Source: an optimization exercise on an open RTL-to-GDS flow (aim: small area and a short achievable clock period). Production flows keep margins and buffers that such runs may drop. No activity file was given, so power comes from the tool's default toggle rates.

old:
==> flow/design.v <==
module alu_reg (
  input clk,
  input [7:0] a,
  input [7:0] b,
  input [3:0] mode,
  output reg [7:0] s,
  output reg cout
);
  reg [7:0] a_q, b_q;
  reg [3:0] mode_q;
  wire [7:0] s_w;
  wire cout_w;
  alu_8_bits alu (.s(s_w), .cout(cout_w), .mode(mode_q), .a(a_q), .b(b_q));
  always @(posedge clk) begin
    a_q <= a;
    b_q <= b;
    mode_q <= mode;
    s <= s_w;
    cout <= cout_w;
  end
endmodule

`timescale 1ns / 1ps
module alu_rcs #(parameter W = 2) (x, y, dif, nb);
  input  [W-1:0] x, y;
  output [W-1:0] dif;
  output         nb;
  wire [W:0] c;
  wire [W-1:0] yn = ~y;
  assign c[0] = 1'b1;
  genvar i;
  generate for (i = 0; i < W; i = i + 1) begin : bit_
    assign c[i+1] = (x[i] & yn[i]) | ((x[i] | yn[i]) & c[i]);
  end endgenerate
  assign dif = x ^ yn ^ c[W-1:0];
  assign nb = c[W];
endmodule
module alu_div4_step #(parameter W = 2) (t, d1, d2, d3, hz1, hz2, hz3, q, r);
  input  [W-1:0] t, d1, d2, d3;
  input          hz1, hz2, hz3;
  output [1:0]   q;
  output [W-1:0] r;
  wire [W-1:0] y1, y2, y3;
  wire c1, c2, c3;
  alu_rcs #(W) u1 (.x(t), .y(d1), .dif(y1), .nb(c1));
  alu_rcs #(W) u2 (.x(t), .y(d2), .dif(y2), .nb(c2));
  alu_rcs #(W) u3 (.x(t), .y(d3), .dif(y3), .nb(c3));
  wire ge1 = hz1 & c1;
  wire ge2 = hz2 & c2;
  wire ge3 = hz3 & c3;
  assign q = {ge2, ge3 | (ge1 & ~ge2)};
  assign r = ge3 ? y3 : ge2 ? y2 : ge1 ? y1 : t;
endmodule
module alu_mul9(a, b, p);
  input [7:0] a, b;
  output [8:0] p;
  wire mw1 = (a[0] & b[6]) ^ (a[1] & b[5]);
  wire mw2 = (a[0] & b[6]) & (a[1] & b[5]);
  wire mw3 = (a[0] & b[7]) ^ (a[1] & b[6]) ^ (a[2] & b[5]);
  wire mw4 = ((a[0] & b[7]) & (a[1] & b[6])) | ((a[0] & b[7]) & (a[2] & b[5])) | ((a[1] & b[6]) & (a[2] & b[5]));
  wire mw5 = (a[3] & b[4]) ^ (a[4] & b[3]);
  wire mw6 = (a[3] & b[4]) & (a[4] & b[3]);
  wire mw7 = (a[0] & b[4]) ^ (a[1] & b[3]);
  wire mw8 = (a[0] & b[4]) & (a[1] & b[3]);
  wire mw9 = (a[0] & b[5]) ^ (a[1] & b[4]) ^ (a[2] & b[3]);
  wire mw10 = ((a[0] & b[5]) & (a[1] & b[4])) | ((a[0] & b[5]) & (a[2] & b[3])) | ((a[1] & b[4]) & (a[2] & b[3]));
  wire mw11 = (a[3] & b[2]) ^ (a[4] & b[1]);
  wire mw12 = (a[3] & b[2]) & (a[4] & b[1]);
  wire mw13 = (a[2] & b[4]) ^ (a[3] & b[3]) ^ (a[4] & b[2]);
  wire mw14 = ((a[2] & b[4]) & (a[3] & b[3])) | ((a[2] & b[4]) & (a[4] & b[2])) | ((a[3] & b[3]) & (a[4] & b[2]));
  wire mw15 = (a[5] & b[1]) ^ (a[6] & b[0]) ^ mw1;
  wire mw16 = ((a[5] & b[1]) & (a[6] & b[0])) | ((a[5] & b[1]) & mw1) | ((a[6] & b[0]) & mw1);
  wire mw17 = (a[5] & b[2]) ^ (a[6] & b[1]) ^ (a[7] & b[0]);
  wire mw18 = ((a[5] & b[2]) & (a[6] & b[1])) | ((a[5] & b[2]) & (a[7] & b[0])) | ((a[6] & b[1]) & (a[7] & b[0]));
  wire mw19 = mw3 ^ mw5 ^ mw2;
  wire mw20 = (mw3 & mw5) | (mw3 & mw2) | (mw5 & mw2);
  wire mw21 = (a[0] & b[3]) ^ (a[1] & b[2]);
  wire mw22 = (a[0] & b[3]) & (a[1] & b[2]);
  wire mw23 = (a[2] & b[2]) ^ (a[3] & b[1]) ^ (a[4] & b[0]);
  wire mw24 = ((a[2] & b[2]) & (a[3] & b[1])) | ((a[2] & b[2]) & (a[4] & b[0])) | ((a[3] & b[1]) & (a[4] & b[0]));
  wire mw25 = (a[5] & b[0]) ^ mw9 ^ mw11;
  wire mw26 = ((a[5] & b[0]) & mw9) | ((a[5] & b[0]) & mw11) | (mw9 & mw11);
  wire mw27 = mw13 ^ mw15 ^ mw10;
  wire mw28 = (mw13 & mw15) | (mw13 & mw10) | (mw15 & mw10);
  wire mw29 = mw17 ^ mw19 ^ mw14;
  wire mw30 = (mw17 & mw19) | (mw17 & mw14) | (mw19 & mw14);
  wire mw31 = (a[0] & b[2]) ^ (a[1] & b[1]);
  wire mw32 = (a[0] & b[2]) & (a[1] & b[1]);
  wire mw33 = (a[2] & b[1]) ^ (a[3] & b[0]) ^ mw21;
  wire mw34 = ((a[2] & b[1]) & (a[3] & b[0])) | ((a[2] & b[1]) & mw21) | ((a[3] & b[0]) & mw21);
  wire mw35 = mw7 ^ mw23 ^ mw22;
  wire mw36 = (mw7 & mw23) | (mw7 & mw22) | (mw23 & mw22);
  wire mw37 = mw8 ^ mw25 ^ mw24;
  wire mw38 = (mw8 & mw25) | (mw8 & mw24) | (mw25 & mw24);
  wire mw39 = mw12 ^ mw27 ^ mw26;
  wire mw40 = (mw12 & mw27) | (mw12 & mw26) | (mw27 & mw26);
  wire mw41 = mw16 ^ mw29 ^ mw28;
  wire mw42 = (mw16 & mw29) | (mw16 & mw28) | (mw29 & mw28);
  wire mw43 = (a[0] & b[1]) ^ (a[1] & b[0]);
  wire mw44 = (a[0] & b[1]) & (a[1] & b[0]);
  wire mw45 = (a[2] & b[0]) ^ mw31 ^ mw44;
  wire mw46 = ((a[2] & b[0]) & mw31) | ((a[2] & b[0]) & mw44) | (mw31 & mw44);
  wire mw47 = mw33 ^ mw32 ^ mw46;
  wire mw48 = (mw33 & mw32) | (mw33 & mw46) | (mw32 & mw46);
  wire mw49 = mw35 ^ mw34 ^ mw48;
  wire mw50 = (mw35 & mw34) | (mw35 & mw48) | (mw34 & mw48);
  wire mw51 = mw37 ^ mw36 ^ mw50;
  wire mw52 = (mw37 & mw36) | (mw37 & mw50) | (mw36 & mw50);
  wire mw53 = mw39 ^ mw38 ^ mw52;
  wire mw54 = (mw39 & mw38) | (mw39 & mw52) | (mw38 & mw52);
  wire mw55 = mw41 ^ mw40 ^ mw54;
  wire mw56 = (mw41 & mw40) | (mw41 & mw54) | (mw40 & mw54);
  wire mw57 = (a[1] & b[7]) ^ (a[2] & b[6]) ^ (a[3] & b[5]) ^ (a[4] & b[4]) ^ (a[5] & b[3]) ^ (a[6] & b[2]) ^ (a[7] & b[1]) ^ mw4 ^ mw6 ^ mw18 ^ mw20 ^ mw30 ^ mw42 ^ mw56;
  assign p = {mw57, mw55, mw53, mw51, mw49, mw47, mw45, mw43, (a[0] & b[0])};
endmodule
module alu_8_bits(s, cout, mode, a, b);
  input [7:0] a, b;
  input [3:0] mode;
  output [7:0] s;
  output cout;
  wire [15:0] m = 16'd1 << mode;
  wire sub = m[1] | m[14];
  wire [7:0] bb = b ^ {8{sub}};
  wire [7:0] p = a ^ bb;
  wire [8:0] c;
  assign c[0] = sub;
  genvar j;
  generate for (j = 0; j < 8; j = j + 1) begin : add_
    assign c[j+1] = (a[j] & bb[j]) | (p[j] & c[j]);
  end endgenerate
  wire [8:0] sum = {c[8] ^ sub, p ^ c[7:0]};
  wire eq = ~|p;
  wire gt = c[8] & ~&p;
  wire [7:0] g = a & b;
  wire G = m[8] | m[9] | m[11] | m[12];
  wire P = m[9] | m[10] | m[11] | m[13];
  wire inv = m[11] | m[12] | m[13];
  wire lg = m[8] | m[9] | m[10] | inv;
  wire [7:0] f = ((g & {8{G}}) | (p & {8{P}})) ^ {8{inv}};
  wire [8:0] prod;
  alu_mul9 mul (.a(a), .b(b), .p(prod));
  wire [9:0] b3 = {2'b0, b} + {1'b0, b, 1'b0};
  wire [1:0] qa, qb, qc, qd;
  wire [1:0] ra; wire [3:0] rb; wire [5:0] rc; wire [7:0] rd;
  alu_div4_step #(2) d3s (.t(a[7:6]), .d1(b[1:0]), .d2({b[0], 1'b0}), .d3(b3[1:0]),
    .hz1(b[7:2] == 0), .hz2(b[7:1] == 0), .hz3(b <= 8'd1), .q(qa), .r(ra));
  alu_div4_step #(4) d2s (.t({ra, a[5:4]}), .d1(b[3:0]), .d2({b[2:0], 1'b0}), .d3(b3[3:0]),
    .hz1(b[7:4] == 0), .hz2(b[7:3] == 0), .hz3(b <= 8'd5), .q(qb), .r(rb));
  alu_div4_step #(6) d1s (.t({rb, a[3:2]}), .d1(b[5:0]), .d2({b[4:0], 1'b0}), .d3(b3[5:0]),
    .hz1(b[7:6] == 0), .hz2(b[7:5] == 0), .hz3(b <= 8'd21), .q(qc), .r(rc));
  alu_div4_step #(8) d0s (.t({rc, a[1:0]}), .d1(b[7:0]), .d2({b[6:0], 1'b0}), .d3(b3[7:0]),
    .hz1(1'b1), .hz2(~b[7]), .hz3(b <= 8'd85), .q(qd), .r(rd));
  wire [7:0] quo = {qa, qb, qc, qd} & {8{|b}};
  wire ar  = m[0] | m[1];
  wire shl = m[4] | m[6];
  wire shr = m[5] | m[7];
  assign s = (sum[7:0] & {8{ar}}) | (prod[7:0] & {8{m[2]}}) | (quo & {8{m[3]}})
           | (f & {8{lg}}) | ({a[6:0], 1'b0} & {8{shl}}) | ({1'b0, a[7:1]} & {8{shr}})
           | {7'd0, (m[6] & a[7]) | (m[14] & gt) | (m[15] & eq)} | {m[7] & a[0], 7'd0};
  assign cout = (ar & sum[8]) | (m[2] & prod[8]) | (m[4] & a[7]) | inv;
endmodule
export LEC_CHECK = 0
export ABC_AREA = 1
export CAP_MARGIN = 20
export CORE_MARGIN = 2
export CORE_UTILIZATION = 40
export SETUP_SLACK_MARGIN = 5
export SLEW_MARGIN = 20
export TNS_END_PERCENT = 0
create_clock -name core_clock -period 11.0 [get_ports {clk}]
run.sh (not shown) runs the stock make flow with config.mk's settings and CLKGATE_MAP_FILE= SYNTH_SCRIPT=/design/flow/synth_recipe.tcl, a recipe that flattens the netlist after the stock synthesis.
## Diff of input files: new against old
--- a/flow/design.v
+++ b/flow/design.v
@@ -23,19 +23,31 @@
 `timescale 1ns / 1ps
 module alu_rcs #(parameter W = 2) (x, y, dif, nb);
   input  [W-1:0] x, y;
   output [W-1:0] dif;
   output         nb;
-  wire [W:0] c;
+  localparam L = (W <= 1) ? 1 : $clog2(W);
   wire [W-1:0] yn = ~y;
-  assign c[0] = 1'b1;
-  genvar i;
-  generate for (i = 0; i < W; i = i + 1) begin : bit_
-    assign c[i+1] = (x[i] & yn[i]) | ((x[i] | yn[i]) & c[i]);
+  wire [W-1:0] g [0:L];
+  wire [W-1:0] p [0:L];
+  assign g[0] = (x & yn) | {{(W-1){1'b0}}, x[0] | yn[0]};
+  assign p[0] = x | yn;
+  genvar l, i;
+  generate for (l = 0; l < L; l = l + 1) begin : lvl
+    for (i = 0; i < W; i = i + 1) begin : bit_
+      if ((i >> l) & 1) begin : join_
+        localparam integer J = ((i >> l) << l) - 1;
+        assign g[l+1][i] = g[l][i] | (p[l][i] & g[l][J]);
+        assign p[l+1][i] = p[l][i] & p[l][J];
+      end else begin : pass_
+        assign g[l+1][i] = g[l][i];
+        assign p[l+1][i] = p[l][i];
+      end
+    end
   end endgenerate
-  assign dif = x ^ yn ^ c[W-1:0];
-  assign nb = c[W];
+  assign dif = x ^ yn ^ {g[L][W-2:0], 1'b1};
+  assign nb = g[L][W-1];
 endmodule
 module alu_div4_step #(parameter W = 2) (t, d1, d2, d3, hz1, hz2, hz3, q, r);
   input  [W-1:0] t, d1, d2, d3;
   input          hz1, hz2, hz3;
   output [1:0]   q;
==> run summary <==
- Taking old as the reference, in new height of the chip went up by 5.0 µm; adder-cell share of the synthesized area decreased by 2.0 points relative to the old numbers; cell depth of the worst setup path moved down.
- new has completed all stages; timing, DRC and antenna checks passed.
- Changes observed in new relative to old: count of non-CTS buffers in the layout shows a reduction of 26; clock buffer instance count of the final layout now smaller; count of input and output buffers comparable; post-placement cell count increased by 12% relative to the old numbers.
- old has a higher share of the yosys chip area belonging to registers than new.
- Changes observed in new relative to old: post-route cell area now larger; synthesized cell count now larger; cell-internal power now larger.
Function was not checked in any run of this note: the RTL went through the layout flow alone.

## static timing again, ports no longer ideal
In the flow no input, the clock included, has a driving cell. The finished layouts below were timed again as built, in two steps. Step 1 assumes that a clkbuf_16 drives the clock port and a buf_2 every other input. Step 2 moves the port delays by t, midway between the first and last clock arrival at a register: inputs arrive t later, outputs are due t later. That takes back most of the time a late clock gives input paths. Slacks: ideal / step 1 / step 2; pairs: ideal / step 1.
run	shift t [ns]	slack for setup (ns)	hold WS [ns]	latest minus earliest clock arrival (ns)	cell pins on the clock port's net
old	0.333	5.323 / 5.323 / 5.323	0.675 / 0.675 / 0.675	0.011 / 0.011	1
new	0.331	5.609 / 5.609 / 5.609	0.616 / 0.616 / 0.616	0.009 / 0.008	1
After both steps every run listed still meets setup and hold.
